Context: an optimization exercise on an open-source flow, tuned for small area and a short achievable clock period. The choices shown serve that exercise and are no tape-out recipe. In this exercise RTL edits were held to simulation tests only and were not proved equivalent to the original. The flow treats the clock pin as an ideal source, which a real chip does not have. Power is estimated from default activity; no workload was simulated.

==> flow/design.v, too long to show whole: its modules and the start of the top module <==
// module mips_cpu: 2717 lines
module mips_cpu (
    input  wire        clk,
    input  wire        rst,
    input  wire [31:0] mem_rdata,
    output wire [31:0] mem_addr,
    output wire [31:0] mem_wdata,
    output wire        mem_wr
);
  // ...
==> flow/flow/run.sh <==
#!/bin/bash
# Own layout flow: the standard flow (standard.sh), with the port buffers
# that global placement inserts made sky130_fd_sc_hd__buf_4 instead of the
# default cell (a slow clock-delay buffer). Every input and output port still
# gets its own buffer. Each tool's full output goes to standard.log here.
set -euo pipefail
export BUFFER_PORTS_ARGS="-buffer_cell sky130_fd_sc_hd__buf_4"
bash standard.sh > standard.log 2>&1
==> flow/standard.sh <==
#!/bin/bash
# synth_recipe.tcl (not shown) runs the flow's synth.tcl, then flattens the netlist and writes it again
# the make line also repeats each setting of config.mk as NAME=value (left out here)
make -C /OpenROAD-flow-scripts/flow DESIGN_CONFIG=/design/flow/config.mk WORK_HOME=/design/flow/orfs CLKGATE_MAP_FILE= SYNTH_SCRIPT=/design/flow/synth_recipe.tcl "${@:-finish}"
==> flow/config.mk <==
export PLATFORM = sky130hd
export DESIGN_NAME = mips_cpu
export DESIGN_NICKNAME = mips_cpu
export VERILOG_FILES = /design/flow/design.v
export SDC_FILE = /design/flow/constraint.sdc
export NUM_CORES = 4
export LEC_CHECK = 0
export ABC_AREA = 1
export CAP_MARGIN = 20
export CORE_MARGIN = 2
export CORE_UTILIZATION = 50
export SLEW_MARGIN = 20
==> flow/constraint.sdc <==
create_clock -name core_clock -period 21.0 [get_ports {clk}]
set_input_delay 4.2000 -clock core_clock [delete_from_list [all_inputs] [get_ports {clk}]]
set_output_delay 4.2000 -clock core_clock [all_outputs]
set_load 0.01 [all_outputs]
==> impl_metrics.py, run 1 <==
metrics = {
    "synthesis": {
        "synth_cell_types": 68,
        "synth_top_family_by_area": "compound AO/OA/AOI/OAI gates",
        "synth_simple_gate_area_share_pct": 14.29,
        "yosys_most_used_dff": "edfxtp_1",
        "syn_nets": 6430,
    },
    "clock_network": {
        "cts-root-buf": "clkbuf_16",
        "insertion_delay_ns": 0.82,
        "clk_pin_slew_ns": 0.06,
        "cts_htree_levels": 4,
    },
    "drt": {
        "drc": 0,
        "wirelength_um": 278800,
        "routed.top_layer": "met5",
        "drt-pass1-iter-count": 7,
    },
    "placement": {
        "dp.cells": 7996,
        "dpl.hpwl_um": 183900,
    },
    "critical_path": {
        "crit_chain": "buf_4, inv_1, o21ai_0, a221oi_1, o221ai_1, xor2_1, ha_1, a21oi_1, inv_1, a21oi_1, o21ai_0, inv_1, o21ai_0, a21oi_1, nand3_1, nand3_2, nand2_1, nand2_1, nand3b_4, nor2_4, nand4_4, nor2_1",
        "worst-path-max-fanout": 20,
        "regToRegSetupSlack_ns": 15.06,
        "rr_startpoint": "y_b",
    },
    "sta": {
        "fin_skew_ns": 0.04236,
        "setup_ws_ns": 15.06,
    },
    "finish": {
        "diodes": 8,
        "final_common_cell": "nand2_1",
        "final-clk-cell-share_pct": 6.416,
        "nMultiInputCombCells": 4056,
        "nets": 6504,
    },
    "floorplanning": {
        "core_area_mm2": 0.1292,
        "die_height_um": 364.3,
        "dieWidth_um": 364.3,
    },
    "power": {
        "p_int_mw": 5.968,
        "power.share.clock_pct": 26.3,
        "pwr-share-comb_pct": 34.0,
        "sw_frac_of_total_pct": 39.07,
        "p_switching_mw": 3.828,
    },
    "hold_path": {
        "min_from": "d_upd0",
    },
    "run_status": {
        "outcome": "no timing/DRC/antenna violations",
    },
    "global_route": {
        "grt_pass1_vias": 51190,
    },
}
==> inputs of run 2 (changes only) <==
--- a/flow/design.v
+++ b/flow/design.v
@@ -9,7 +9,7 @@
 localparam PS_ALU = 3'd0, PS_ALUOUT = 3'd1, PS_MDRB = 3'd2, PS_JUMP = 3'd3, PS_A = 3'd4;
 localparam XS_PC = 2'd0, XS_A = 2'd1, XS_MDR = 2'd2, XS_ZERO = 2'd3;
 localparam YS_B = 2'd0, YS_4 = 2'd1, YS_SE = 2'd2, YS_SL2 = 2'd3;
-localparam OP_ADD = 2'd0, OP_SUB = 2'd1, OP_AND = 2'd2, OP_PASS = 2'd3;
+localparam OP_ADD = 3'd0, OP_SUB = 3'd1, OP_AND = 3'd2, OP_PASS = 3'd3, OP_LT = 3'd4, OP_SH = 3'd5, OP_LD = 3'd6;
 localparam WA_RT = 2'd0, WA_RD = 2'd1, WA_31 = 2'd2, WA_RS = 2'd3;
 localparam WS_ALUOUT = 3'd0, WS_LS = 3'd1, WS_HI = 3'd2, WS_LO = 3'd3, WS_LT = 3'd4,
            WS_SH = 3'd5, WS_A = 3'd6, WS_B = 3'd7;
@@ -25,15 +25,15 @@
 reg         pcwe, pcwe_d;
 reg  [2:0]  pcsrc, pcsrc_d;
 reg         aluoutwe, aluoutwe_d;
-reg  [1:0]  xsel_d, ysel_d, aop_d;
+reg  [1:0]  xsel_d, ysel_d;
+reg  [2:0]  aop_d;
 reg         rfwe, rfwe_d;
 reg  [1:0]  rfwa, rfwa_d;
-reg  [2:0]  rfws, rfws_d;
 reg  [1:0]  ls, ls_d;
 reg  [2:0]  am_d;
 reg  [31:0] pc, ir, mdr, ra, rb, aluout, hi, lo, addr_q;
 reg  [4:0]  raddr;
-reg         lt_q, div0, bq;
+reg         ovf_q, div0, bq;
 reg  [31:0] rf [0:31];
 wire [5:0]  opcode = ir[31:26];
 wire [5:0]  funct  = ir[5:0];
@@ -43,16 +43,15 @@
 wire        cnt_nz = (cnt != 6'd0);
 reg x_pc, x_a, x_mdr, x_hi, x_rem;
 reg y_b, y_4, y_se, y_sl2, y_a, y_lo, y_hi;
-reg sub_r, r_and, r_pass;
+reg sub_r, r_and, r_pass, r_lt, r_sh, r_ld;
 reg m_load, m_step, d_step, d_fixlo, d_fixhi, d_upd0;
 wire [31:0] rem_sh = {hi[30:0], lo[31]};
-wire        booth  = m_step && (lo[0] ^ bq);
 wire [31:0] x = ({32{x_pc}} & pc) | ({32{x_a}} & ra) | ({32{x_mdr}} & mdr) |
                 ({32{x_hi}} & hi) | ({32{x_rem}} & rem_sh);
 wire [31:0] y = ({32{y_b}} & rb) | ({32{y_4}} & 32'd4) | ({32{y_se}} & se16) |
-                ({32{y_sl2}} & sl2) | ({32{y_a | booth}} & ra) | ({32{y_lo}} & lo) |
+                ({32{y_sl2}} & sl2) | ({32{y_a}} & ra) | ({32{y_lo}} & lo) |
                 ({32{y_hi}} & hi);
-wire        sub  = sub_r | (m_step && lo[0] && !bq);
+wire        sub  = sub_r;
 wire [31:0] yy   = y ^ {32{sub}};
 wire [33:0] sum1 = {1'b0, x, 1'b1} + {1'b0, yy, sub};
 wire [31:0] sum  = sum1[32:1];
@@ -61,11 +60,13 @@
 wire        f_lt  = sum[31] ^ f_ovf;
 wire        f_eq  = (x == y);
 wire        f_gt  = !f_lt && !f_eq;
-wire [31:0] alu = r_and ? (x & y) : r_pass ? x : sum;
+reg  [31:0] ld_val, sh_out;
+wire [31:0] alu = r_and ? (x & y) : r_pass ? x : r_lt ? {32{f_lt}} : r_sh ? sh_out :
+                  r_ld ? ld_val : sum;
 always @(*) begin
   st_d = st; cnt_d = cnt;
   memwr_d = 1'b0; ss_d = 2'd0; pcwe_d = 1'b0; pcsrc_d = PS_ALU; aluoutwe_d = 1'b0; xsel_d = XS_A; ysel_d = YS_SE; aop_d = OP_ADD;
-  rfwe_d = 1'b0; rfwa_d = WA_RT; rfws_d = WS_ALUOUT; ls_d = 2'd0; am_d = AM_PC;
+  rfwe_d = 1'b0; rfwa_d = WA_RT; ls_d = 2'd0; am_d = AM_PC;
   case (st)
     7'd0: begin  
       st_d = 7'd1;
@@ -79,7 +80,6 @@
       aop_d = OP_ADD;
       rfwe_d = 0;
       rfwa_d = WA_RT;
-      rfws_d = WS_ALUOUT;
       ls_d = 0;
       am_d = AM_PC;
     end
@@ -95,7 +95,6 @@
       aop_d = OP_ADD;
       rfwe_d = 0;
       rfwa_d = WA_RT;
-      rfws_d = WS_ALUOUT;
       ls_d = 0;
       am_d = AM_PC;
     end
@@ -105,13 +104,12 @@
       ss_d = 0;
       pcwe_d = 0;
       pcsrc_d = PS_ALU;
-      aluoutwe_d = 0;
-      xsel_d = XS_A;
-      ysel_d = YS_SE;
+      aluoutwe_d = 1;
+      xsel_d = XS_PC;
+      ysel_d = YS_4;
       aop_d = OP_ADD;
       rfwe_d = 0;
       rfwa_d = WA_RT;
-      rfws_d = WS_ALUOUT;
       ls_d = 0;
       am_d = AM_PC;
     end
@@ -120,14 +118,13 @@
       memwr_d = 0;
       ss_d = 0;
       pcwe_d = 1;
-      pcsrc_d = PS_ALU;
+      pcsrc_d = PS_ALUOUT;
       aluoutwe_d = 0;
-      xsel_d = XS_PC;
-      ysel_d = YS_4;
+      xsel_d = XS_A;
+      ysel_d = YS_SE;
       aop_d = OP_ADD;
       rfwe_d = 0;
       rfwa_d = WA_RT;
-      rfws_d = WS_ALUOUT;
       ls_d = 0;
       am_d = AM_PC;
     end
@@ -143,7 +140,6 @@
       aop_d = OP_ADD;
       rfwe_d = 0;
       rfwa_d = WA_RT;
-      rfws_d = WS_ALUOUT;
       ls_d = 0;
       am_d = AM_PC;
     end
@@ -159,7 +155,6 @@
       aop_d = OP_ADD;
       rfwe_d = 0;
       rfwa_d = WA_RT;
-      rfws_d = WS_ALUOUT;
       ls_d = 0;
       am_d = AM_PC;
     end
@@ -175,9 +170,9 @@
       aop_d = OP_ADD;
       rfwe_d = 0;
       rfwa_d = WA_RT;
-      rfws_d = WS_ALUOUT;
       ls_d = 0;
       am_d = AM_PC;
+      if (opcode == 6'd0 && (funct == 6'b000101 || funct == 6'b010000 || funct == 6'b010010)) aluoutwe_d = 1'b1;  
     end
     7'd7: begin  
       casez ({opcode, funct})
@@ -193,7 +188,6 @@
           aop_d = OP_ADD;
           rfwe_d = 0;
           rfwa_d = WA_RT;
-          rfws_d = WS_ALUOUT;
           ls_d = 0;
           am_d = AM_PC;
         end
@@ -209,7 +203,6 @@
           aop_d = OP_SUB;
           rfwe_d = 0;
           rfwa_d = WA_RT;
-          rfws_d = WS_ALUOUT;
           ls_d = 0;
           am_d = AM_PC;
         end
@@ -225,7 +218,6 @@
           aop_d = OP_ADD;
           rfwe_d = 0;
           rfwa_d = WA_RT;
-          rfws_d = WS_ALUOUT;
           ls_d = 0;
           am_d = AM_PC;
         end
@@ -235,13 +227,12 @@
           ss_d = 0;
           pcwe_d = 0;
           pcsrc_d = PS_ALU;
-          aluoutwe_d = 0;
-          xsel_d = XS_A;
-          ysel_d = YS_SE;
-          aop_d = OP_ADD;
+          aluoutwe_d = 1;
+          xsel_d = XS_PC;
+          ysel_d = YS_4;
+          aop_d = OP_SUB;
           rfwe_d = 0;
           rfwa_d = WA_RT;
-          rfws_d = WS_ALUOUT;
           ls_d = 0;
           am_d = AM_PC;
         end
@@ -257,7 +248,6 @@
           aop_d = OP_ADD;
           rfwe_d = 0;
           rfwa_d = WA_RT;
-          rfws_d = WS_ALUOUT;
           ls_d = 0;
           am_d = AM_PC;
         end
@@ -273,7 +263,6 @@
           aop_d = OP_ADD;
           rfwe_d = 0;
           rfwa_d = WA_RT;
-          rfws_d = WS_ALUOUT;
           ls_d = 0;
           am_d = AM_PC;
         end
@@ -289,7 +278,6 @@
           aop_d = OP_ADD;
           rfwe_d = 0;
           rfwa_d = WA_RT;
-          rfws_d = WS_ALUOUT;
           ls_d = 0;
           am_d = AM_PC;
         end
@@ -305,7 +293,6 @@
           aop_d = OP_ADD;
           rfwe_d = 0;
           rfwa_d = WA_RT;
-          rfws_d = WS_ALUOUT;
           ls_d = 0;
           am_d = AM_PC;
         end
@@ -321,7 +308,6 @@
           aop_d = OP_ADD;
           rfwe_d = 0;
           rfwa_d = WA_RT;
-          rfws_d = WS_ALUOUT;
           ls_d = 0;
           am_d = AM_PC;
         end
@@ -337,7 +323,6 @@
           aop_d = OP_ADD;
           rfwe_d = 0;
           rfwa_d = WA_RT;
-          rfws_d = WS_ALUOUT;
           ls_d = 0;
           am_d = AM_PC;
         end
@@ -347,13 +332,12 @@
           ss_d = 0;
           pcwe_d = 0;
           pcsrc_d = PS_ALU;
-          aluoutwe_d = 0;
+          aluoutwe_d = 1;
           xsel_d = XS_A;
           ysel_d = YS_B;
-          aop_d = OP_SUB;
+          aop_d = OP_LT;
           rfwe_d = 0;
           rfwa_d = WA_RT;
-          rfws_d = WS_ALUOUT;
           ls_d = 0;
           am_d = AM_PC;
         end
@@ -369,7 +353,6 @@
           aop_d = OP_ADD;
           rfwe_d = 0;
           rfwa_d = WA_RT;
-          rfws_d = WS_ALUOUT;
           ls_d = 0;
           am_d = AM_PC;
         end
@@ -385,7 +368,6 @@
           aop_d = OP_ADD;
           rfwe_d = 1;
           rfwa_d = WA_RS;
-          rfws_d = WS_B;
           ls_d = 0;
           am_d = AM_PC;
         end
@@ -402,7 +384,6 @@
           aop_d = OP_ADD;
           rfwe_d = 0;
           rfwa_d = WA_RT;
-          rfws_d = WS_ALUOUT;
           ls_d = 0;
           am_d = AM_PC;
         end
@@ -418,7 +399,6 @@
           aop_d = OP_ADD;
           rfwe_d = 1;
           rfwa_d = WA_RD;
-          rfws_d = WS_HI;
           ls_d = 0;
           am_d = AM_PC;
         end
@@ -434,7 +414,6 @@
           aop_d = OP_ADD;
           rfwe_d = 1;
           rfwa_d = WA_RD;
-          rfws_d = WS_LO;
           ls_d = 0;
           am_d = AM_PC;
         end
@@ -451,7 +430,6 @@
           aop_d = OP_ADD;
           rfwe_d = 0;
           rfwa_d = WA_RT;
-          rfws_d = WS_ALUOUT;
           ls_d = 0;
           am_d = AM_PC;
         end
@@ -467,7 +445,6 @@
           aop_d = OP_ADD;
           rfwe_d = 0;
           rfwa_d = WA_RT;
-          rfws_d = WS_ALUOUT;
           ls_d = 0;
           am_d = AM_PC;
         end
@@ -483,7 +460,6 @@
           aop_d = OP_ADD;
           rfwe_d = 0;
           rfwa_d = WA_RT;
-          rfws_d = WS_ALUOUT;
           ls_d = 0;
           am_d = AM_PC;
         end
@@ -499,7 +475,6 @@
           aop_d = OP_ADD;
           rfwe_d = 0;
           rfwa_d = WA_RT;
-          rfws_d = WS_ALUOUT;
           ls_d = 0;
           am_d = AM_PC;
         end
@@ -515,7 +490,6 @@
           aop_d = OP_PASS;
           rfwe_d = 1;
           rfwa_d = WA_31;
-          rfws_d = WS_ALUOUT;
           ls_d = 0;
           am_d = AM_PC;
         end
@@ -531,7 +505,6 @@
           aop_d = OP_ADD;
           rfwe_d = 0;
           rfwa_d = WA_RT;
-          rfws_d = WS_ALUOUT;
           ls_d = 0;
           am_d = AM_PC;
         end
@@ -541,13 +514,12 @@
           ss_d = 0;
           pcwe_d = 0;
           pcsrc_d = PS_ALU;
-          aluoutwe_d = 0;
+          aluoutwe_d = 1;
           xsel_d = XS_A;
           ysel_d = YS_SE;
-          aop_d = OP_SUB;
+          aop_d = OP_LT;
           rfwe_d = 0;
           rfwa_d = WA_RT;
-          rfws_d = WS_ALUOUT;
           ls_d = 0;
           am_d = AM_PC;
         end
@@ -563,7 +535,6 @@
           aop_d = OP_ADD;
           rfwe_d = 0;
           rfwa_d = WA_RT;
-          rfws_d = WS_ALUOUT;
           ls_d = 0;
           am_d = AM_PC;
         end
@@ -579,7 +550,6 @@
           aop_d = OP_ADD;
           rfwe_d = 0;
           rfwa_d = WA_RT;
-          rfws_d = WS_ALUOUT;
           ls_d = 0;
           am_d = AM_PC;
         end
@@ -595,7 +565,6 @@
           aop_d = OP_ADD;
           rfwe_d = 0;
           rfwa_d = WA_RT;
-          rfws_d = WS_ALUOUT;
           ls_d = 0;
           am_d = AM_PC;
         end
@@ -611,7 +580,6 @@
           aop_d = OP_ADD;
           rfwe_d = 0;
           rfwa_d = WA_RT;
-          rfws_d = WS_ALUOUT;
           ls_d = 0;
           am_d = AM_PC;
         end
@@ -627,7 +595,6 @@
           aop_d = OP_ADD;
           rfwe_d = 0;
           rfwa_d = WA_RT;
-          rfws_d = WS_ALUOUT;
           ls_d = 0;
           am_d = AM_ALUOUT;
         end
@@ -643,7 +610,6 @@
           aop_d = OP_ADD;
           rfwe_d = 0;
           rfwa_d = WA_RT;
-          rfws_d = WS_ALUOUT;
           ls_d = 0;
           am_d = AM_ALU;
         end
@@ -659,7 +625,6 @@
           aop_d = OP_ADD;
           rfwe_d = 0;
           rfwa_d = WA_RT;
-          rfws_d = WS_ALUOUT;
           ls_d = 0;
           am_d = AM_ALU;
         end
@@ -675,7 +640,6 @@
           aop_d = OP_ADD;
           rfwe_d = 0;
           rfwa_d = WA_RT;
-          rfws_d = WS_ALUOUT;
           ls_d = 0;
           am_d = AM_ALU;
         end
@@ -691,7 +655,6 @@
           aop_d = OP_ADD;
           rfwe_d = 0;
           rfwa_d = WA_RT;
-          rfws_d = WS_ALUOUT;
           ls_d = 0;
           am_d = AM_ALUOUT;
         end
@@ -707,7 +670,6 @@
           aop_d = OP_ADD;
           rfwe_d = 0;
           rfwa_d = WA_RT;
-          rfws_d = WS_ALUOUT;
           ls_d = 0;
           am_d = AM_ALUOUT;
         end
@@ -723,7 +685,6 @@
           aop_d = OP_ADD;
           rfwe_d = 0;
           rfwa_d = WA_RT;
-          rfws_d = WS_ALUOUT;
           ls_d = 0;
           am_d = AM_A;
         end
@@ -739,7 +700,6 @@
           aop_d = OP_ADD;
           rfwe_d = 0;
           rfwa_d = WA_RT;
-          rfws_d = WS_ALUOUT;
           ls_d = 0;
           am_d = AM_PC;
         end
@@ -755,14 +715,13 @@
           aop_d = OP_ADD;
           rfwe_d = 0;
           rfwa_d = WA_RT;
-          rfws_d = WS_ALUOUT;
           ls_d = 0;
           am_d = AM_PC;
         end
       endcase
     end
     7'd8: begin  
-      if ((f_ovf)) begin
+      if ((ovf_q)) begin
         st_d = 7'd54;
         memwr_d = 0;
         ss_d = 0;
@@ -774,11 +733,10 @@
         aop_d = OP_ADD;
         rfwe_d = 0;
         rfwa_d = WA_RT;
-        rfws_d = WS_ALUOUT;
         ls_d = 0;
         am_d = AM_PC;
       end
-      else if ((!(f_ovf))) begin
+      else if ((!(ovf_q))) begin
         st_d = 7'd11;
         memwr_d = 0;
         ss_d = 0;
@@ -790,13 +748,12 @@
         aop_d = OP_ADD;
         rfwe_d = 0;
         rfwa_d = WA_RT;
-        rfws_d = WS_ALUOUT;
         ls_d = 0;
         am_d = AM_PC;
       end
     end
     7'd9: begin  
-      if ((f_ovf)) begin
+      if ((ovf_q)) begin
         st_d = 7'd54;
         memwr_d = 0;
         ss_d = 0;
@@ -808,11 +765,10 @@
         aop_d = OP_ADD;
         rfwe_d = 0;
         rfwa_d = WA_RT;
-        rfws_d = WS_ALUOUT;
         ls_d = 0;
         am_d = AM_PC;
       end
-      else if ((!(f_ovf))) begin
+      else if ((!(ovf_q))) begin
         st_d = 7'd11;
         memwr_d = 0;
         ss_d = 0;
@@ -824,7 +780,6 @@
         aop_d = OP_SUB;
         rfwe_d = 0;
         rfwa_d = WA_RT;
-        rfws_d = WS_ALUOUT;
         ls_d = 0;
         am_d = AM_PC;
       end
@@ -841,7 +796,6 @@
       aop_d = OP_AND;
       rfwe_d = 0;
       rfwa_d = WA_RT;
-      rfws_d = WS_ALUOUT;
       ls_d = 0;
       am_d = AM_PC;
     end
@@ -857,7 +811,6 @@
       aop_d = OP_ADD;
       rfwe_d = 0;
       rfwa_d = WA_RT;
-      rfws_d = WS_ALUOUT;
       ls_d = 0;
       am_d = AM_PC;
     end
@@ -873,12 +826,11 @@
       aop_d = OP_ADD;
       rfwe_d = 1;
       rfwa_d = WA_RD;
-      rfws_d = WS_ALUOUT;
       ls_d = 0;
       am_d = AM_PC;
     end
     7'd13: begin  
-      if ((f_ovf)) begin
+      if ((ovf_q)) begin
         st_d = 7'd54;
         memwr_d = 0;
         ss_d = 0;
@@ -890,11 +842,10 @@
         aop_d = OP_ADD;
         rfwe_d = 0;
         rfwa_d = WA_RT;
-        rfws_d = WS_ALUOUT;
         ls_d = 0;
         am_d = AM_PC;
       end
-      else if ((!(f_ovf))) begin
+      else if ((!(ovf_q))) begin
         st_d = 7'd14;
         memwr_d = 0;
         ss_d = 0;
@@ -906,7 +857,6 @@
         aop_d = OP_ADD;
         rfwe_d = 0;
         rfwa_d = WA_RT;
-        rfws_d = WS_ALUOUT;
         ls_d = 0;
         am_d = AM_PC;
       end
@@ -923,7 +873,6 @@
       aop_d = OP_ADD;
       rfwe_d = 0;
       rfwa_d = WA_RT;
-      rfws_d = WS_ALUOUT;
       ls_d = 0;
       am_d = AM_PC;
     end
@@ -939,7 +888,6 @@
       aop_d = OP_ADD;
       rfwe_d = 1;
       rfwa_d = WA_RT;
-      rfws_d = WS_ALUOUT;
       ls_d = 0;
       am_d = AM_PC;
     end
@@ -948,14 +896,13 @@
       memwr_d = 0;
       ss_d = 0;
       pcwe_d = 1;
-      pcsrc_d = PS_ALU;
+      pcsrc_d = PS_ALUOUT;
       aluoutwe_d = 0;
-      xsel_d = XS_PC;
-      ysel_d = YS_4;
-      aop_d = OP_SUB;
+      xsel_d = XS_A;
+      ysel_d = YS_SE;
+      aop_d = OP_ADD;
       rfwe_d = 0;
       rfwa_d = WA_RT;
-      rfws_d = WS_ALUOUT;
       ls_d = 0;
       am_d = AM_PC;
     end
@@ -971,7 +918,6 @@
       aop_d = OP_ADD;
       rfwe_d = 0;
       rfwa_d = WA_RT;
-      rfws_d = WS_ALUOUT;
       ls_d = 0;
       am_d = AM_PC;
     end
@@ -987,7 +933,6 @@
       aop_d = OP_ADD;
       rfwe_d = 0;
       rfwa_d = WA_RT;
-      rfws_d = WS_ALUOUT;
       ls_d = 0;
       am_d = AM_PC;
     end
@@ -1003,7 +948,6 @@
       aop_d = OP_ADD;
       rfwe_d = 0;
       rfwa_d = WA_RT;
-      rfws_d = WS_ALUOUT;
       ls_d = 0;
       am_d = AM_PC;
     end
@@ -1013,13 +957,12 @@
       ss_d = 0;
       pcwe_d = 0;
       pcsrc_d = PS_ALU;
-      aluoutwe_d = 0;
+      aluoutwe_d = 1;
       xsel_d = XS_A;
       ysel_d = YS_SE;
-      aop_d = OP_ADD;
+      aop_d = OP_SH;
       rfwe_d = 0;
       rfwa_d = WA_RT;
-      rfws_d = WS_ALUOUT;
       ls_d = 0;
       am_d = AM_PC;
     end
@@ -1035,7 +978,6 @@
       aop_d = OP_ADD;
       rfwe_d = 1;
       rfwa_d = WA_RD;
-      rfws_d = WS_SH;
       ls_d = 0;
       am_d = AM_PC;
     end
@@ -1051,7 +993,6 @@
       aop_d = OP_ADD;
       rfwe_d = 0;
       rfwa_d = WA_RT;
-      rfws_d = WS_ALUOUT;
       ls_d = 0;
       am_d = AM_PC;
     end
@@ -1061,13 +1002,12 @@
       ss_d = 0;
       pcwe_d = 0;
       pcsrc_d = PS_ALU;
-      aluoutwe_d = 0;
+      aluoutwe_d = 1;
       xsel_d = XS_A;
       ysel_d = YS_SE;
-      aop_d = OP_ADD;
+      aop_d = OP_SH;
       rfwe_d = 0;
       rfwa_d = WA_RT;
-      rfws_d = WS_ALUOUT;
       ls_d = 0;
       am_d = AM_PC;
     end
@@ -1083,7 +1023,6 @@
       aop_d = OP_ADD;
       rfwe_d = 0;
       rfwa_d = WA_RT;
-      rfws_d = WS_ALUOUT;
       ls_d = 0;
       am_d = AM_PC;
     end
@@ -1093,13 +1032,12 @@
       ss_d = 0;
       pcwe_d = 0;
       pcsrc_d = PS_ALU;
-      aluoutwe_d = 0;
+      aluoutwe_d = 1;
       xsel_d = XS_A;
       ysel_d = YS_SE;
-      aop_d = OP_ADD;
+      aop_d = OP_SH;
       rfwe_d = 0;
       rfwa_d = WA_RT;
-      rfws_d = WS_ALUOUT;
       ls_d = 0;
       am_d = AM_PC;
     end
@@ -1115,7 +1053,6 @@
       aop_d = OP_ADD;
       rfwe_d = 0;
       rfwa_d = WA_RT;
-      rfws_d = WS_ALUOUT;
       ls_d = 0;
       am_d = AM_PC;
     end
@@ -1125,13 +1062,12 @@
       ss_d = 0;
       pcwe_d = 0;
       pcsrc_d = PS_ALU;
-      aluoutwe_d = 0;
+      aluoutwe_d = 1;
       xsel_d = XS_A;
       ysel_d = YS_SE;
-      aop_d = OP_ADD;
+      aop_d = OP_SH;
       rfwe_d = 0;
       rfwa_d = WA_RT;
-      rfws_d = WS_ALUOUT;
       ls_d = 0;
       am_d = AM_PC;
     end
@@ -1147,7 +1083,6 @@
       aop_d = OP_ADD;
       rfwe_d = 0;
       rfwa_d = WA_RT;
-      rfws_d = WS_ALUOUT;
       ls_d = 0;
       am_d = AM_PC;
     end
@@ -1157,13 +1092,12 @@
       ss_d = 0;
       pcwe_d = 0;
       pcsrc_d = PS_ALU;
-      aluoutwe_d = 0;
+      aluoutwe_d = 1;
       xsel_d = XS_A;
       ysel_d = YS_SE;
-      aop_d = OP_ADD;
+      aop_d = OP_SH;
       rfwe_d = 0;
       rfwa_d = WA_RT;
-      rfws_d = WS_ALUOUT;
       ls_d = 0;
       am_d = AM_PC;
     end
@@ -1179,7 +1113,6 @@
       aop_d = OP_ADD;
       rfwe_d = 0;
       rfwa_d = WA_RT;
-      rfws_d = WS_ALUOUT;
       ls_d = 0;
       am_d = AM_PC;
     end
@@ -1195,7 +1128,6 @@
       aop_d = OP_ADD;
       rfwe_d = 0;
       rfwa_d = WA_RT;
-      rfws_d = WS_ALUOUT;
       ls_d = 0;
       am_d = AM_PC;
     end
@@ -1211,7 +1143,6 @@
       aop_d = OP_ADD;
       rfwe_d = 1;
       rfwa_d = WA_RD;
-      rfws_d = WS_LT;
       ls_d = 0;
       am_d = AM_PC;
     end
@@ -1227,7 +1158,6 @@
       aop_d = OP_ADD;
       rfwe_d = 0;
       rfwa_d = WA_RT;
-      rfws_d = WS_ALUOUT;
       ls_d = 0;
       am_d = AM_PC;
     end
@@ -1243,7 +1173,6 @@
       aop_d = OP_ADD;
       rfwe_d = 0;
       rfwa_d = WA_RT;
-      rfws_d = WS_ALUOUT;
       ls_d = 0;
       am_d = AM_PC;
     end
@@ -1253,13 +1182,12 @@
       ss_d = 0;
       pcwe_d = 0;
       pcsrc_d = PS_ALU;
-      aluoutwe_d = 0;
+      aluoutwe_d = 1;
       xsel_d = XS_A;
       ysel_d = YS_SE;
-      aop_d = OP_ADD;
+      aop_d = OP_PASS;
       rfwe_d = 0;
       rfwa_d = WA_RT;
-      rfws_d = WS_ALUOUT;
       ls_d = 0;
       am_d = AM_PC;
     end
@@ -1275,7 +1203,6 @@
       aop_d = OP_ADD;
       rfwe_d = 1;
       rfwa_d = WA_RT;
-      rfws_d = WS_A;
       ls_d = 0;
       am_d = AM_PC;
     end
@@ -1291,7 +1218,6 @@
       aop_d = OP_ADD;
       rfwe_d = 0;
       rfwa_d = WA_RT;
-      rfws_d = WS_ALUOUT;
       ls_d = 0;
       am_d = AM_PC;
     end
@@ -1307,7 +1233,6 @@
       aop_d = OP_ADD;
       rfwe_d = 0;
       rfwa_d = WA_RT;
-      rfws_d = WS_ALUOUT;
       ls_d = 0;
       am_d = AM_PC;
     end
@@ -1323,7 +1248,6 @@
       aop_d = OP_ADD;
       rfwe_d = 0;
       rfwa_d = WA_RT;
-      rfws_d = WS_ALUOUT;
       ls_d = 0;
       am_d = AM_PC;
     end
@@ -1339,7 +1263,6 @@
       aop_d = OP_ADD;
       rfwe_d = 0;
       rfwa_d = WA_RT;
-      rfws_d = WS_ALUOUT;
       ls_d = 0;
       am_d = AM_PC;
     end
@@ -1349,13 +1272,12 @@
       ss_d = 0;
       pcwe_d = 0;
       pcsrc_d = PS_ALU;
-      aluoutwe_d = 0;
+      aluoutwe_d = 1;
       xsel_d = XS_A;
       ysel_d = YS_SE;
-      aop_d = OP_ADD;
+      aop_d = OP_SH;
       rfwe_d = 0;
       rfwa_d = WA_RT;
-      rfws_d = WS_ALUOUT;
       ls_d = 0;
       am_d = AM_PC;
     end
@@ -1371,7 +1293,6 @@
       aop_d = OP_ADD;
       rfwe_d = 1;
       rfwa_d = WA_RT;
-      rfws_d = WS_SH;
       ls_d = 0;
       am_d = AM_PC;
     end
@@ -1387,7 +1308,6 @@
       aop_d = OP_ADD;
       rfwe_d = 1;
       rfwa_d = WA_RT;
-      rfws_d = WS_LT;
       ls_d = 0;
       am_d = AM_PC;
     end
@@ -1403,7 +1323,6 @@
       aop_d = OP_ADD;
       rfwe_d = 0;
       rfwa_d = WA_RT;
-      rfws_d = WS_ALUOUT;
       ls_d = 0;
       am_d = AM_PC;
     end
@@ -1419,7 +1338,6 @@
       aop_d = OP_SUB;
       rfwe_d = 0;
       rfwa_d = WA_RT;
-      rfws_d = WS_ALUOUT;
       ls_d = 0;
       am_d = AM_PC;
     end
@@ -1436,7 +1354,6 @@
         aop_d = OP_ADD;
         rfwe_d = 0;
         rfwa_d = WA_RT;
-        rfws_d = WS_ALUOUT;
         ls_d = 0;
         am_d = AM_PC;
       end
@@ -1452,7 +1369,6 @@
         aop_d = OP_ADD;
         rfwe_d = 0;
         rfwa_d = WA_RT;
-        rfws_d = WS_ALUOUT;
         ls_d = 0;
         am_d = AM_PC;
       end
@@ -1469,7 +1385,6 @@
       aop_d = OP_ADD;
       rfwe_d = 0;
       rfwa_d = WA_RT;
-      rfws_d = WS_ALUOUT;
       ls_d = 0;
       am_d = AM_PC;
     end
@@ -1485,7 +1400,6 @@
       aop_d = OP_SUB;
       rfwe_d = 0;
       rfwa_d = WA_RT;
-      rfws_d = WS_ALUOUT;
       ls_d = 0;
       am_d = AM_PC;
     end
@@ -1502,7 +1416,6 @@
         aop_d = OP_ADD;
         rfwe_d = 0;
         rfwa_d = WA_RT;
-        rfws_d = WS_ALUOUT;
         ls_d = 0;
         am_d = AM_PC;
       end
@@ -1518,7 +1431,6 @@
         aop_d = OP_ADD;
         rfwe_d = 0;
         rfwa_d = WA_RT;
-        rfws_d = WS_ALUOUT;
         ls_d = 0;
         am_d = AM_PC;
       end
@@ -1535,7 +1447,6 @@
       aop_d = OP_SUB;
       rfwe_d = 0;
       rfwa_d = WA_RT;
-      rfws_d = WS_ALUOUT;
       ls_d = 0;
       am_d = AM_PC;
     end
@@ -1552,7 +1463,6 @@
         aop_d = OP_ADD;
         rfwe_d = 0;
         rfwa_d = WA_RT;
-        rfws_d = WS_ALUOUT;
         ls_d = 0;
         am_d = AM_PC;
       end
@@ -1568,7 +1478,6 @@
         aop_d = OP_ADD;
         rfwe_d = 0;
         rfwa_d = WA_RT;
-        rfws_d = WS_ALUOUT;
         ls_d = 0;
         am_d = AM_PC;
       end
@@ -1585,7 +1494,6 @@
       aop_d = OP_SUB;
       rfwe_d = 0;
       rfwa_d = WA_RT;
-      rfws_d = WS_ALUOUT;
       ls_d = 0;
       am_d = AM_PC;
     end
@@ -1602,7 +1510,6 @@
         aop_d = OP_ADD;
         rfwe_d = 0;
         rfwa_d = WA_RT;
-        rfws_d = WS_ALUOUT;
         ls_d = 0;
         am_d = AM_PC;
       end
@@ -1618,7 +1525,6 @@
         aop_d = OP_ADD;
         rfwe_d = 0;
         rfwa_d = WA_RT;
-        rfws_d = WS_ALUOUT;
         ls_d = 0;
         am_d = AM_PC;
       end
@@ -1635,7 +1541,6 @@
       aop_d = OP_ADD;
       rfwe_d = 0;
       rfwa_d = WA_RT;
-      rfws_d = WS_ALUOUT;
       ls_d = 0;
       am_d = AM_E254;
     end
@@ -1651,7 +1556,6 @@
       aop_d = OP_ADD;
       rfwe_d = 0;
       rfwa_d = WA_RT;
-      rfws_d = WS_ALUOUT;
       ls_d = 0;
       am_d = AM_ALUOUT;
     end
@@ -1667,7 +1571,6 @@
       aop_d = OP_ADD;
       rfwe_d = 0;
       rfwa_d = WA_RT;
-      rfws_d = WS_ALUOUT;
       ls_d = 0;
       am_d = AM_ALUOUT;
     end
@@ -1683,7 +1586,6 @@
       aop_d = OP_ADD;
       rfwe_d = 0;
       rfwa_d = WA_RT;
-      rfws_d = WS_ALUOUT;
       ls_d = 0;
       am_d = AM_ALUOUT;
     end
@@ -1699,7 +1601,6 @@
       aop_d = OP_ADD;
       rfwe_d = 0;
       rfwa_d = WA_RT;
-      rfws_d = WS_ALUOUT;
       ls_d = 0;
       am_d = AM_ALUOUT;
     end
@@ -1715,7 +1616,6 @@
       aop_d = OP_ADD;
       rfwe_d = 0;
       rfwa_d = WA_RT;
-      rfws_d = WS_ALUOUT;
       ls_d = 0;
       am_d = AM_ALU;
     end
@@ -1731,7 +1631,6 @@
       aop_d = OP_ADD;
       rfwe_d = 0;
       rfwa_d = WA_RT;
-      rfws_d = WS_ALUOUT;
       ls_d = 0;
       am_d = AM_ALU;
     end
@@ -1741,13 +1640,12 @@
       ss_d = 0;
       pcwe_d = 0;
       pcsrc_d = PS_ALU;
-      aluoutwe_d = 0;
+      aluoutwe_d = 1;
       xsel_d = XS_A;
       ysel_d = YS_SE;
-      aop_d = OP_ADD;
+      aop_d = OP_LD;
       rfwe_d = 0;
       rfwa_d = WA_RT;
-      rfws_d = WS_ALUOUT;
       ls_d = 0;
       am_d = AM_ALU;
     end
@@ -1763,7 +1661,6 @@
       aop_d = OP_ADD;
       rfwe_d = 1;
       rfwa_d = WA_RT;
-      rfws_d = WS_LS;
       ls_d = 0;
       am_d = AM_ALU;
     end
@@ -1779,7 +1676,6 @@
       aop_d = OP_ADD;
       rfwe_d = 0;
       rfwa_d = WA_RT;
-      rfws_d = WS_ALUOUT;
       ls_d = 0;
       am_d = AM_ALU;
     end
@@ -1795,7 +1691,6 @@
       aop_d = OP_ADD;
       rfwe_d = 0;
       rfwa_d = WA_RT;
-      rfws_d = WS_ALUOUT;
       ls_d = 0;
       am_d = AM_ALU;
     end
@@ -1811,7 +1706,6 @@
       aop_d = OP_ADD;
       rfwe_d = 0;
       rfwa_d = WA_RT;
-      rfws_d = WS_ALUOUT;
       ls_d = 0;
       am_d = AM_ALU;
     end
@@ -1821,14 +1715,13 @@
       ss_d = 0;
       pcwe_d = 0;
       pcsrc_d = PS_ALU;
-      aluoutwe_d = 0;
+      aluoutwe_d = 1;
       xsel_d = XS_A;
       ysel_d = YS_SE;
-      aop_d = OP_ADD;
+      aop_d = OP_LD;
       rfwe_d = 0;
       rfwa_d = WA_RT;
-      rfws_d = WS_ALUOUT;
-      ls_d = 0;
+      ls_d = 1;
       am_d = AM_ALU;
     end
     7'd67: begin  
@@ -1843,8 +1736,7 @@
       aop_d = OP_ADD;
       rfwe_d = 1;
       rfwa_d = WA_RT;
-      rfws_d = WS_LS;
-      ls_d = 1;
+      ls_d = 0;
       am_d = AM_ALU;
     end
     7'd68: begin  
@@ -1859,7 +1751,6 @@
       aop_d = OP_ADD;
       rfwe_d = 0;
       rfwa_d = WA_RT;
-      rfws_d = WS_ALUOUT;
       ls_d = 0;
       am_d = AM_ALU;
     end
@@ -1875,7 +1766,6 @@
       aop_d = OP_ADD;
       rfwe_d = 0;
       rfwa_d = WA_RT;
-      rfws_d = WS_ALUOUT;
       ls_d = 0;
       am_d = AM_ALU;
     end
@@ -1891,7 +1781,6 @@
       aop_d = OP_ADD;
       rfwe_d = 0;
       rfwa_d = WA_RT;
-      rfws_d = WS_ALUOUT;
       ls_d = 0;
       am_d = AM_ALU;
     end
@@ -1901,14 +1790,13 @@
       ss_d = 0;
       pcwe_d = 0;
       pcsrc_d = PS_ALU;
-      aluoutwe_d = 0;
+      aluoutwe_d = 1;
       xsel_d = XS_A;
       ysel_d = YS_SE;
-      aop_d = OP_ADD;
+      aop_d = OP_LD;
       rfwe_d = 0;
       rfwa_d = WA_RT;
-      rfws_d = WS_ALUOUT;
-      ls_d = 0;
+      ls_d = 2;
       am_d = AM_ALU;
     end
     7'd72: begin  
@@ -1923,8 +1811,7 @@
       aop_d = OP_ADD;
       rfwe_d = 1;
       rfwa_d = WA_RT;
-      rfws_d = WS_LS;
-      ls_d = 2;
+      ls_d = 0;
       am_d = AM_ALU;
     end
     7'd73: begin  
@@ -1939,7 +1826,6 @@
       aop_d = OP_ADD;
       rfwe_d = 0;
       rfwa_d = WA_RT;
-      rfws_d = WS_ALUOUT;
       ls_d = 0;
       am_d = AM_ALU;
     end
@@ -1955,7 +1841,6 @@
       aop_d = OP_ADD;
       rfwe_d = 0;
       rfwa_d = WA_RT;
-      rfws_d = WS_ALUOUT;
       ls_d = 0;
       am_d = AM_ALUOUT;
     end
@@ -1971,7 +1856,6 @@
       aop_d = OP_ADD;
       rfwe_d = 0;
       rfwa_d = WA_RT;
-      rfws_d = WS_ALUOUT;
       ls_d = 0;
       am_d = AM_ALUOUT;
     end
@@ -1987,7 +1871,6 @@
       aop_d = OP_ADD;
       rfwe_d = 0;
       rfwa_d = WA_RT;
-      rfws_d = WS_ALUOUT;
       ls_d = 0;
       am_d = AM_ALUOUT;
     end
@@ -2003,7 +1886,6 @@
       aop_d = OP_ADD;
       rfwe_d = 0;
       rfwa_d = WA_RT;
-      rfws_d = WS_ALUOUT;
       ls_d = 0;
       am_d = AM_ALUOUT;
     end
@@ -2019,7 +1901,6 @@
       aop_d = OP_ADD;
       rfwe_d = 0;
       rfwa_d = WA_RT;
-      rfws_d = WS_ALUOUT;
       ls_d = 0;
       am_d = AM_ALUOUT;
     end
@@ -2035,7 +1916,6 @@
       aop_d = OP_ADD;
       rfwe_d = 0;
       rfwa_d = WA_RT;
-      rfws_d = WS_ALUOUT;
       ls_d = 0;
       am_d = AM_ALUOUT;
     end
@@ -2051,7 +1931,6 @@
       aop_d = OP_ADD;
       rfwe_d = 0;
       rfwa_d = WA_RT;
-      rfws_d = WS_ALUOUT;
       ls_d = 0;
       am_d = AM_ALUOUT;
     end
@@ -2067,7 +1946,6 @@
       aop_d = OP_ADD;
       rfwe_d = 0;
       rfwa_d = WA_RT;
-      rfws_d = WS_ALUOUT;
       ls_d = 0;
       am_d = AM_ALUOUT;
     end
@@ -2083,7 +1961,6 @@
       aop_d = OP_ADD;
       rfwe_d = 0;
       rfwa_d = WA_RT;
-      rfws_d = WS_ALUOUT;
       ls_d = 0;
       am_d = AM_A;
     end
@@ -2099,7 +1976,6 @@
       aop_d = OP_ADD;
       rfwe_d = 0;
       rfwa_d = WA_RT;
-      rfws_d = WS_ALUOUT;
       ls_d = 0;
       am_d = AM_ZERO;
     end
@@ -2115,7 +1991,6 @@
       aop_d = OP_SUB;
       rfwe_d = 0;
       rfwa_d = WA_RT;
-      rfws_d = WS_ALUOUT;
       ls_d = 0;
       am_d = AM_ZERO;
     end
@@ -2132,7 +2007,6 @@
         aop_d = OP_ADD;
         rfwe_d = 0;
         rfwa_d = WA_RT;
-        rfws_d = WS_ALUOUT;
         ls_d = 0;
         am_d = AM_ZERO;
       end
@@ -2148,7 +2022,6 @@
         aop_d = OP_ADD;
         rfwe_d = 0;
         rfwa_d = WA_RT;
-        rfws_d = WS_ALUOUT;
         ls_d = 0;
         am_d = AM_ZERO;
       end
@@ -2165,7 +2038,6 @@
       aop_d = OP_ADD;
       rfwe_d = 0;
       rfwa_d = WA_RT;
-      rfws_d = WS_ALUOUT;
       ls_d = 0;
       am_d = AM_E254;
     end
@@ -2181,7 +2053,6 @@
       aop_d = OP_ADD;
       rfwe_d = 0;
       rfwa_d = WA_RT;
-      rfws_d = WS_ALUOUT;
       ls_d = 0;
       am_d = AM_E254;
     end
@@ -2197,7 +2068,6 @@
       aop_d = OP_ADD;
       rfwe_d = 0;
       rfwa_d = WA_RT;
-      rfws_d = WS_ALUOUT;
       ls_d = 0;
       am_d = AM_E254;
     end
@@ -2213,7 +2083,6 @@
       aop_d = OP_ADD;
       rfwe_d = 0;
       rfwa_d = WA_RT;
-      rfws_d = WS_ALUOUT;
       ls_d = 0;
       am_d = AM_E254;
     end
@@ -2229,7 +2098,6 @@
       aop_d = OP_ADD;
       rfwe_d = 0;
       rfwa_d = WA_RT;
-      rfws_d = WS_ALUOUT;
       ls_d = 0;
       am_d = AM_E253;
     end
@@ -2245,7 +2113,6 @@
       aop_d = OP_ADD;
       rfwe_d = 0;
       rfwa_d = WA_RT;
-      rfws_d = WS_ALUOUT;
       ls_d = 0;
       am_d = AM_E253;
     end
@@ -2261,7 +2128,6 @@
       aop_d = OP_ADD;
       rfwe_d = 0;
       rfwa_d = WA_RT;
-      rfws_d = WS_ALUOUT;
       ls_d = 0;
       am_d = AM_E253;
     end
@@ -2277,7 +2143,6 @@
       aop_d = OP_ADD;
       rfwe_d = 0;
       rfwa_d = WA_RT;
-      rfws_d = WS_ALUOUT;
       ls_d = 0;
       am_d = AM_E253;
     end
@@ -2293,7 +2158,6 @@
       aop_d = OP_ADD;
       rfwe_d = 0;
       rfwa_d = WA_RT;
-      rfws_d = WS_ALUOUT;
       ls_d = 0;
       am_d = AM_E253;
     end
@@ -2311,7 +2175,6 @@
         aop_d = OP_ADD;
         rfwe_d = 0;
         rfwa_d = WA_RT;
-        rfws_d = WS_ALUOUT;
         ls_d = 0;
         am_d = AM_PC;
       end
@@ -2327,7 +2190,6 @@
         aop_d = OP_ADD;
         rfwe_d = 0;
         rfwa_d = WA_RT;
-        rfws_d = WS_ALUOUT;
         ls_d = 0;
         am_d = AM_PC;
       end
@@ -2344,7 +2206,6 @@
       aop_d = OP_ADD;
       rfwe_d = 0;
       rfwa_d = WA_RT;
-      rfws_d = WS_ALUOUT;
       ls_d = 0;
       am_d = AM_PC;
     end
@@ -2360,7 +2221,6 @@
       aop_d = OP_ADD;
       rfwe_d = 0;
       rfwa_d = WA_RT;
-      rfws_d = WS_ALUOUT;
       ls_d = 0;
       am_d = AM_PC;
     end
@@ -2376,7 +2236,6 @@
       aop_d = OP_ADD;
       rfwe_d = 0;
       rfwa_d = WA_RT;
-      rfws_d = WS_ALUOUT;
       ls_d = 0;
       am_d = AM_PC;
     end
@@ -2393,7 +2252,6 @@
         aop_d = OP_ADD;
         rfwe_d = 0;
         rfwa_d = WA_RT;
-        rfws_d = WS_ALUOUT;
         ls_d = 0;
         am_d = AM_PC;
       end
@@ -2410,7 +2268,6 @@
         aop_d = OP_ADD;
         rfwe_d = 0;
         rfwa_d = WA_RT;
-        rfws_d = WS_ALUOUT;
         ls_d = 0;
         am_d = AM_PC;
       end
@@ -2426,7 +2283,6 @@
         aop_d = OP_ADD;
         rfwe_d = 0;
         rfwa_d = WA_RT;
-        rfws_d = WS_ALUOUT;
         ls_d = 0;
         am_d = AM_PC;
       end
@@ -2443,7 +2299,6 @@
       aop_d = OP_ADD;
       rfwe_d = 0;
       rfwa_d = WA_RT;
-      rfws_d = WS_ALUOUT;
       ls_d = 0;
       am_d = AM_PC;
     end
@@ -2459,7 +2314,6 @@
       aop_d = OP_ADD;
       rfwe_d = 0;
       rfwa_d = WA_RT;
-      rfws_d = WS_ALUOUT;
       ls_d = 0;
       am_d = AM_E255;
     end
@@ -2475,7 +2329,6 @@
       aop_d = OP_ADD;
       rfwe_d = 0;
       rfwa_d = WA_RT;
-      rfws_d = WS_ALUOUT;
       ls_d = 0;
       am_d = AM_E255;
     end
@@ -2491,7 +2344,6 @@
       aop_d = OP_ADD;
       rfwe_d = 0;
       rfwa_d = WA_RT;
-      rfws_d = WS_ALUOUT;
       ls_d = 0;
       am_d = AM_E255;
     end
@@ -2507,7 +2359,6 @@
       aop_d = OP_ADD;
       rfwe_d = 0;
       rfwa_d = WA_RT;
-      rfws_d = WS_ALUOUT;
       ls_d = 0;
       am_d = AM_E254;
     end
@@ -2523,36 +2374,32 @@
       aop_d = OP_ADD;
       rfwe_d = 0;
       rfwa_d = WA_RT;
-      rfws_d = WS_ALUOUT;
       ls_d = 0;
       am_d = AM_E255;
     end
     default: ;
   endcase
 end
+always @(posedge clk) reset <= rst;
 always @(posedge clk) begin
-    if (rst) begin
-        reset <= 1'b1;
+    if (reset) begin
         st <= 7'd0;
         cnt <= 6'd32;
         memwr <= 1'b0; pcwe <= 1'b0; pcsrc <= PS_ALU; aluoutwe <= 1'b0;
-        rfwe <= 1'b0; rfwa <= WA_RT; rfws <= WS_ALUOUT; ls <= 2'd0;
-    end else if (reset) begin
-        reset <= 1'b0;
+        rfwe <= 1'b0; rfwa <= WA_RT; ls <= 2'd0;
     end else begin
         st <= st_d; cnt <= cnt_d;
-        memwr <= memwr_d; pcwe <= pcwe_d; pcsrc <= pcsrc_d; aluoutwe <= aluoutwe_d;
-        rfwe <= rfwe_d; rfwa <= rfwa_d; rfws <= rfws_d; ls <= ls_d;
+        memwr <= memwr_d && !rst; pcwe <= pcwe_d; pcsrc <= pcsrc_d; aluoutwe <= aluoutwe_d;
+        rfwe <= rfwe_d; rfwa <= rfwa_d; ls <= ls_d;
     end
 end
-wire run = !rst && !reset;
-reg [31:0] ls_out;
+wire run = !reset;
 always @(*) begin
     case (ls)
-        2'd0:    ls_out = {24'd0, mdr[7:0]};
-        2'd1:    ls_out = {16'd0, mdr[15:0]};
-        2'd2:    ls_out = mdr;
-        default: ls_out = 32'd0;
+        2'd0:    ld_val = {24'd0, mem_rdata[7:0]};
+        2'd1:    ld_val = {16'd0, mem_rdata[15:0]};
+        2'd2:    ld_val = mem_rdata;
+        default: ld_val = 32'd0;
     endcase
 end
 reg [31:0] wd_q, sd_d;
@@ -2584,18 +2431,17 @@
 reg [31:0] pc_mux;
 always @(*) begin
     case (pcsrc)
-        PS_ALU:    pc_mux = alu;
-        PS_ALUOUT: pc_mux = aluout;
         PS_MDRB:   pc_mux = {24'd0, mdr[7:0]};
         PS_JUMP:   pc_mux = {pc[31:28], ir[25:0], 2'b00};
-        default:   pc_mux = ra;
+        PS_A:      pc_mux = ra;
+        default:   pc_mux = aluout;
     endcase
 end
 wire [31:0] pc_d = reset ? 32'd0 : (pcwe ? pc_mux : pc);
 always @(posedge clk) pc <= pc_d;
 wire [31:0] aluout_d = aluoutwe ? alu : aluout;
 always @(posedge clk) aluout <= aluout_d;
-always @(posedge clk) lt_q <= f_lt;
+always @(posedge clk) ovf_q <= f_ovf;
 reg [31:0] addr_d;
 always @(*) begin
     case (am_d)
@@ -2603,12 +2449,12 @@
         AM_ALU:    addr_d = sum;
         AM_A:      addr_d = ra;
         AM_ZERO:   addr_d = 32'd0;
-        AM_ALUOUT: addr_d = aluout_d;
+        AM_ALUOUT: addr_d = aluoutwe ? sum : aluout;    
         AM_E253:   addr_d = 32'd253;
         AM_E254:   addr_d = 32'd254;
         default:   addr_d = 32'd255;
     endcase
-    if (!run) addr_d = 32'd0;
+    if (reset) addr_d = 32'd0;
 end
 always @(posedge clk) addr_q <= addr_d;
 assign mem_addr = addr_q;
@@ -2616,7 +2462,7 @@
 wire [4:0]  sh_amt = funct[2] ? rb[4:0] : shamt;
 wire        sh_left = !funct[1];
 wire        sh_fill = funct[0] && sh_in[31];
-reg  [31:0] sh_r, sh_out;
+reg  [31:0] sh_r;
 integer j;
 always @(*) begin
     for (j = 0; j < 32; j = j + 1) sh_r[j] = sh_left ? sh_in[31-j] : sh_in[j];
@@ -2629,7 +2475,6 @@
     if (opcode != 6'd0) sh_out = {ir[15:0], 16'd0};
 end
 reg [4:0]  wa;
-reg [31:0] wd;
 always @(*) begin
     case (rfwa)
         WA_RT:   wa = rt;
@@ -2637,17 +2482,8 @@
         WA_31:   wa = 5'd31;
         default: wa = rs;
     endcase
-    case (rfws)
-        WS_ALUOUT: wd = aluout;
-        WS_LS:     wd = ls_out;
-        WS_HI:     wd = hi;
-        WS_LO:     wd = lo;
-        WS_LT:     wd = {32{lt_q}};
-        WS_SH:     wd = sh_out;
-        WS_A:      wd = ra;
-        default:   wd = rb;
-    endcase
 end
+wire [31:0] wd = aluout;
 integer i;
 always @(posedge clk) begin
     for (i = 0; i < 32; i = i + 1)
@@ -2665,7 +2501,17 @@
 wire n_fixlo = run && st_d == S_DIV2 && cnt_d == 6'd0 && div_go_d;
 wire n_fixhi = run && st_d == S_DIV3;
 wire n_nega  = st == S_DECODE2 && is_div;       
-wire n_md    = n_mstep || n_dstep || n_fixlo || n_fixhi || n_nega;
+wire n_md    = n_mstep || n_dstep || n_fixlo || n_fixhi || n_nega || n_ipass;
+wire nb_lo0  = m_step ? lo[1] : rb[0];
+wire nb_q    = m_step ? lo[0] : 1'b0;
+wire n_badd  = n_mstep && (nb_lo0 ^ nb_q);
+wire n_bsub  = n_mstep && nb_lo0 && !nb_q;
+wire n_iadd  = st == S_DECODE2 && opcode == 6'd0 && funct == 6'b100000;
+wire n_isub  = st == S_DECODE2 && opcode == 6'd0 && funct == 6'b100010;
+wire n_ixchg = st == S_DECODE2 && opcode == 6'd0 && funct == 6'b000101;
+wire n_imfhi = st == S_DECODE2 && opcode == 6'd0 && funct == 6'b010000;
+wire n_imflo = st == S_DECODE2 && opcode == 6'd0 && funct == 6'b010010;
+wire n_ipass = n_ixchg || n_imfhi || n_imflo;
 always @(posedge clk) begin
     div_go  <= div_go_d;
     m_load  <= n_mload;
@@ -2677,18 +2523,22 @@
     x_pc  <= !n_md && xsel_d == XS_PC;
     x_a   <= !n_md && xsel_d == XS_A;
     x_mdr <= !n_md && xsel_d == XS_MDR;
-    x_hi  <= n_mstep;
+    x_hi  <= n_mstep || n_imfhi;
     x_rem <= n_dstep;
-    y_b   <= (!n_md && ysel_d == YS_B) || n_dstep;
+    y_b   <= (!n_md && ysel_d == YS_B) || n_dstep || n_iadd || n_isub || n_ixchg;
     y_4   <= !n_md && ysel_d == YS_4;
-    y_se  <= !n_md && ysel_d == YS_SE;
+    y_se  <= !n_md && ysel_d == YS_SE && !n_iadd && !n_isub;
     y_sl2 <= !n_md && ysel_d == YS_SL2;
-    y_a   <= n_nega;
-    y_lo  <= n_fixlo;
+    y_a   <= n_nega || n_badd;
+    y_lo  <= n_fixlo || n_imflo;
     y_hi  <= n_fixhi;
-    sub_r <= n_dstep ? !rb[31] : (n_nega || n_fixlo || n_fixhi) ? 1'b1 : (!n_md && aop_d == OP_SUB);
+    sub_r <= n_dstep ? !rb[31] : (n_nega || n_fixlo || n_fixhi || n_bsub || n_isub) ? 1'b1 :
+             (!n_md && (aop_d == OP_SUB || aop_d == OP_LT));
     r_and  <= !n_md && aop_d == OP_AND;
     r_pass <= !n_md && aop_d == OP_PASS;
+    r_lt   <= !n_md && aop_d == OP_LT;
+    r_sh   <= !n_md && aop_d == OP_SH;
+    r_ld   <= !n_md && aop_d == OP_LD;
 end
 always @(posedge clk) begin
     if (reset) begin
==> flow/flow/run.sh (replaced) <==
#!/bin/bash
# Own layout flow: the standard flow (standard.sh) run in three parts, with
# these changes (the design, the SDC and the clock period are the standard flow's own):
#  - the port buffers that global placement inserts are sky130_fd_sc_hd__buf_4
#    instead of the default cell (a slow clock-delay buffer); every input and
#    output port still gets its own buffer;
#  - clock tree synthesis runs without dummy load cells and with larger sink
#    clusters (fewer clock buffers); the clock port drives only the root buffer;
#  - after placement, the flip-flops that drive output port buffers are given
#    a stronger drive (dfxtp_1 -> dfxtp_4, same cell type) and re-legalized;
#  - after clock tree synthesis, repair_timing is run with a setup margin, so
#    the resizer sizes up the gates of the longest paths.
# Each tool's full output goes to its own log file in this folder.
set -euo pipefail
export BUFFER_PORTS_ARGS="-buffer_cell sky130_fd_sc_hd__buf_4"
export CTS_ARGS="-sink_clustering_enable -repair_clock_nets -dont_use_dummy_load -sink_clustering_size 24 -sink_clustering_max_diameter 80"
R=orfs/results/sky130hd/mips_cpu/base
bash standard.sh place > standard_place.log 2>&1
ODB_IN=$R/3_place.odb ODB_OUT=$R/3_place.odb openroad -exit flow/upsize.tcl > upsize.log 2>&1
bash standard.sh cts > standard_cts.log 2>&1
ODB_IN=$R/4_cts.odb SDC_IN=$R/4_cts.sdc ODB_OUT=$R/4_cts.odb MARGIN=15.7 openroad -exit flow/repair.tcl > repair.log 2>&1
bash standard.sh > standard_finish.log 2>&1
==> flow/flow/repair.tcl (new file) <==
# repair_timing with a setup margin on the clock-tree-synthesized design, under
# the design's own SDC; then re-legalize the placement.
read_liberty $::env(FLOW_HOME)/platforms/sky130hd/lib/sky130_fd_sc_hd__tt_025C_1v80.lib
read_db $::env(ODB_IN)
read_sdc $::env(SDC_IN)
set_propagated_clock [all_clocks]
source $::env(FLOW_HOME)/platforms/sky130hd/setRC.tcl
set_dont_use [get_lib_cells {sky130_fd_sc_hd__probe_p_8 sky130_fd_sc_hd__probec_p_8 sky130_fd_sc_hd__lpflow_*}]
estimate_parasitics -placement
report_worst_slack -max
report_design_area
repair_timing -setup -setup_margin $::env(MARGIN) -repair_tns 100 -verbose
detailed_placement
check_placement
estimate_parasitics -placement
report_worst_slack -max
report_worst_slack -min
report_design_area
write_db $::env(ODB_OUT)
==> flow/flow/upsize.tcl (new file) <==
# Upsize the flip-flops that drive the output ports' buffers (drive strength
# only; the cell type stays the same), then re-legalize the placement.
read_db $::env(ODB_IN)
set db [ord::get_db]
set block [ord::get_db_block]
set n 0
foreach bterm [$block getBTerms] {
  if {[$bterm getIoType] != "OUTPUT"} { continue }
  set net [$bterm getNet]
  set buf ""
  foreach it [$net getITerms] { if {[$it isOutputSignal]} { set buf [$it getInst] } }
  if {$buf == ""} { continue }
  set n2 ""
  foreach it [$buf getITerms] { if {[$it isInputSignal] && [$it getNet] != "NULL"} { set n2 [$it getNet] } }
  if {$n2 == ""} { continue }
  foreach it [$n2 getITerms] {
    if {[$it isOutputSignal]} {
      set ff [$it getInst]
      set m [[$ff getMaster] getName]
      if {[regexp {^(sky130_fd_sc_hd__dfxtp)_1$} $m -> base]} {
        $ff swapMaster [$db findMaster ${base}_4]
        incr n
      }
    }
  }
}
puts "upsized $n output flip-flops"
detailed_placement
check_placement
write_db $::env(ODB_OUT)
--- a/flow/config.mk
+++ b/flow/config.mk
@@ -5,8 +5,8 @@
 export SDC_FILE = /design/flow/constraint.sdc
 export NUM_CORES = 4
 export LEC_CHECK = 0
-export ABC_AREA = 1
+export ABC_AREA = 0
 export CAP_MARGIN = 20
 export CORE_MARGIN = 2
-export CORE_UTILIZATION = 50
+export CORE_UTILIZATION = 55
 export SLEW_MARGIN = 20
==> impl_metrics.py, run 2 <==
metrics = {
    "clock_network": {
        "postCtsSetupRepairBufs": 0,
        "cts_htree_levels": 3,
        "cts_resized": 0,
        "cts_hold_buf": 0,
        "cts_sinks": 1399,
        "cts_buffer_depth": 3,
        "insertion_delay_ns": 0.70,
        "clk_pin_slew_ns": 0.09,
        "cts_tree": "done",
        "cts_inserted_buffers": 78,
        "cts-root-buf": "clkbuf_16",
    },
    "power": {
        "power.density_mw_per_mm2": 117.0,
        "irDropWorstVdd_uv": 88.48,
        "power_leakage_nw": 23.54,
    },
    "global_route": {
        "use_met1_pct": 58.90,
        "grt_use_total_pct": 44.33,
        "grt_max_degree": 94,
        "gr-total-overflow": 0,
        "gr-max-usage-layer": "met2",
        "grt_pass1_wl_um": 366800,
        "antenna_found_initial": 22,
        "grt_pass1_vias": 46260,
        "grt_use_met3_pct": 11.89,
        "use_met2_pct": 66.01,
    },
    "drt": {
        "num_vias": 50920,
        "wirelength_um": 268200,
        "drtIter0Drc": 9220,
        "routedWlPerCell_um": 40.83,
        "vias_per_cell": 7.753,
        "ant_nets": 0,
        "drc": 0,
        "drt-pass1-iter-count": 10,
    },
    "synthesis": {
        "ys_ff_latch": 1399,
        "yosys_most_used_dff": "edfxtp_1",
        "synth_top_area_share_pct": 54.39,
        "post_synth.cell_area_avg_um2": 12.58,
        "synth_cell_types": 114,
        "yosysMostFrequentCell": "edfxtp_1",
        "ys_seq_area_share_pct": 61.98,
        "synthArstFlopShare_pct": 0,
        "synth-edff-count": 1157,
        "synthTopCellsByCount": "1,157 x edfxtp_1, 360 x nand2_1, 353 x a22oi_1, 286 x nor2_1, 273 x a21oi_1",
        "yosys_warnings": 2,
        "synth.cell_area_mm2": 0.06387,
        "syn_nets": 5177,
        "ys_top_cells_by_area": "edfxtp_1 54%, dfxtp_1 7.6%, a22oi_1 4.1%",
        "synth_cells": 5078,
        "yosysTopAreaCell": "edfxtp_1",
    },
    "placement": {
        "dpl.hpwl_um": 161400,
        "dp.cells": 6478,
        "place_ws_ns": 15.51,
        "place_congestion": 1.064,
        "port_buffers": 98,
    },
    "critical_path": {
        "regToRegSetupSlack_ns": 15.57,
        "r2r.worst_path.cells": 15,
        "worstPathRequired_ns": 21.52,
        "rr_startpoint": "y_sl2",
        "setup.worst_path.class": "reg -> reg",
        "worst_setup_path_end_kind": "flip-flop",
        "worst-path-max-fanout": 16,
        "r2r_end": "pcwe",
        "crit_arrival_ns": 5.95,
        "cp-start-kind": "flip-flop",
    },
    "finish": {
        "final_cell_count_no_fill": 6568,
        "area_growth_pct": 8.503,
        "layout_common_cells": "1,157 x edfxtp_1, 353 x a22oi_1, 344 x nand2_1",
        "drive_gt1_share_pct": 13.98,
        "regMostFlops": "rf",
        "final_common_cell": "edfxtp_1",
        "nets": 5136,
        "largest_reg_flops": 1024,
    },
    "sta": {
        "worst_pin_slew_ns": 1.269,
        "post-route-period-util_pct": 25.87,
        "setup_ws_ns": 15.57,
        "rsz0062_at_grt": "false",
        "hold_viol_final": 0,
        "fin_crit_ns": 5.433,
        "fin_setup_tns_ns": 0,
        "maxSlewViolCount": 0,
        "slew_headroom_pct": 13.20,
        "fin_skew_ns": 0.1026,
        "max_freq_mhz": 184.0,
        "setup_viol": 0,
    },
    "floorplanning": {
        "fp.dieArea_mm2": 0.1189,
        "initial_core_util_pct": 55.19,
        "pin_count": 99,
        "row_count": 125,
        "core_area_mm2": 0.1157,
        "dieWidth_um": 344.8,
        "die_height_um": 344.8,
    },
    "hold_path": {
        "worst_hold_path.endpoint": "pc[15]",
        "holdPathStages": 2,
        "hold_path_class": "reg -> reg",
        "min_from": "pc[15]",
    },
    "run_status": {
        "outcome": "no timing/DRC/antenna violations",
    },
    "run": {
        "cap_violations": 0,
    },
}
==> run 2: layer usage <==
layer | part of all wire [%] | vias to the layer above
met3 | 14 | 954
li1 | - | 20280
met2 | 43 | 4379
met5 | 0.049 | -
met4 | 6.9 | 22
met1 | 35 | 25290
==> run 2: logic make-up after synthesis <==
kind of cell | Yosys count | share of synthesized area, %
xor gates and xnor gates | 68 | 0.9324
buffers and inverters | 454 | 2.997
and+or+nand+nor | 1230 | 9.512
DFF | 1399 | 61.98
adders and majority gates | 66 | 1.289
muxes | 173 | 3.604
AOI/OAI and AO/OA | 1688 | 19.69
==> run 2: area by class of cell <==
| type | instances | area [um2] |
|---|---|---|
| fillers | 9188 | 46430 |
| inverters | 74 | 277.8 |
| clock buffers | 78 | 1952 |
| well taps | 1524 | 1907 |
| repair buffers | 259 | 2193 |
| diodes | 9 | 22.52 |
| multi-input cells | 3225 | 23100 |
| flip-flops and latches | 1399 | 39850 |
==> run 2: metrics by stage <==
stage	util (%)	hold slack [ns]	instance area (um2)	total power, mW
final	59.88	0.5142	69310	8.105
after global routing	59.86	0.5355	69280	8.308
after CTS	59.55	0.5070	68920	7.915
after detailed placement	57.65	0.4977	66730	6.430
after global placement	57.65	0.4921	66720	6.409
after floorplan	-	0.3427	63870	5.367
==> run 2: critical path: stages, from the launching register on <==
cell and delay, ns:
dfxtp_1 0.98, o21ai_1 0.15, buf_4 0.25, nand3_1 0.14
xnor2_1 0.08, ha_1 0.44, a21oi_1 0.24, a21boi_0 0.14
a311o_1 0.37, a31oi_1 0.36, o211a_1 0.28, o21ai_2 0.13
a21oi_1 0.93, mux2i_1 0.19, a311oi_1 0.44, a21oi_1 0.12
==> run 2: worst max-delay path by stage <==
stage / from / endpoint / slack (ns)
5_1_grt: rb[0] / aluout[30] / 15.48
6_report: y_sl2 / pcwe / 15.57
2_1_floorplan: mem_rdata[8] / aluout[8] / 15.75
3_5_place_dp: mem_rdata[8] / aluout[8] / 15.51
3_3_place_gp: mem_rdata[8] / aluout[8] / 15.53
4_1_cts: wd_q[20] / mem_wdata[20] / 15.59
==> run 2: report_power, final <==
part           internal (mW)  switching, mW  total [mW]
logic                  0.925           1.87        2.79
registers               3.54          0.238        3.77
clock network          0.662          0.875        1.54

## static timing again, ports no longer ideal
Ports are ideal in the flow. The routed layouts listed here were re-timed in OpenROAD.
Step 1, drivers: a clkbuf_16 drives clk and a buf_2 each remaining input, both assumed.
Step 2 times the ports against the registers' clock, not the clock port: input delays grow and output delays shrink by t, the midpoint of the rising clock arrivals with the driver on.
Slacks: no drivers / after step 1 / after step 2; pairs: no drivers / after step 1.
run | shift t [ns] | slack for setup (ns) | slew at the worst register clock pin (ns) | cell pins on the clock port's net
run 1 | 0.883 | 15.060 / 15.060 / 14.648 | 0.07 / 0.07 | 1
run 2 | 0.728 | 15.567 / 15.534 / 15.427 | 0.10 / 0.10 | 1
After both steps setup and hold are still met in every run listed. For run 1, which loses most, drivers alone change the setup slack by 0.000 ns; drivers and shift together by -0.412 ns.
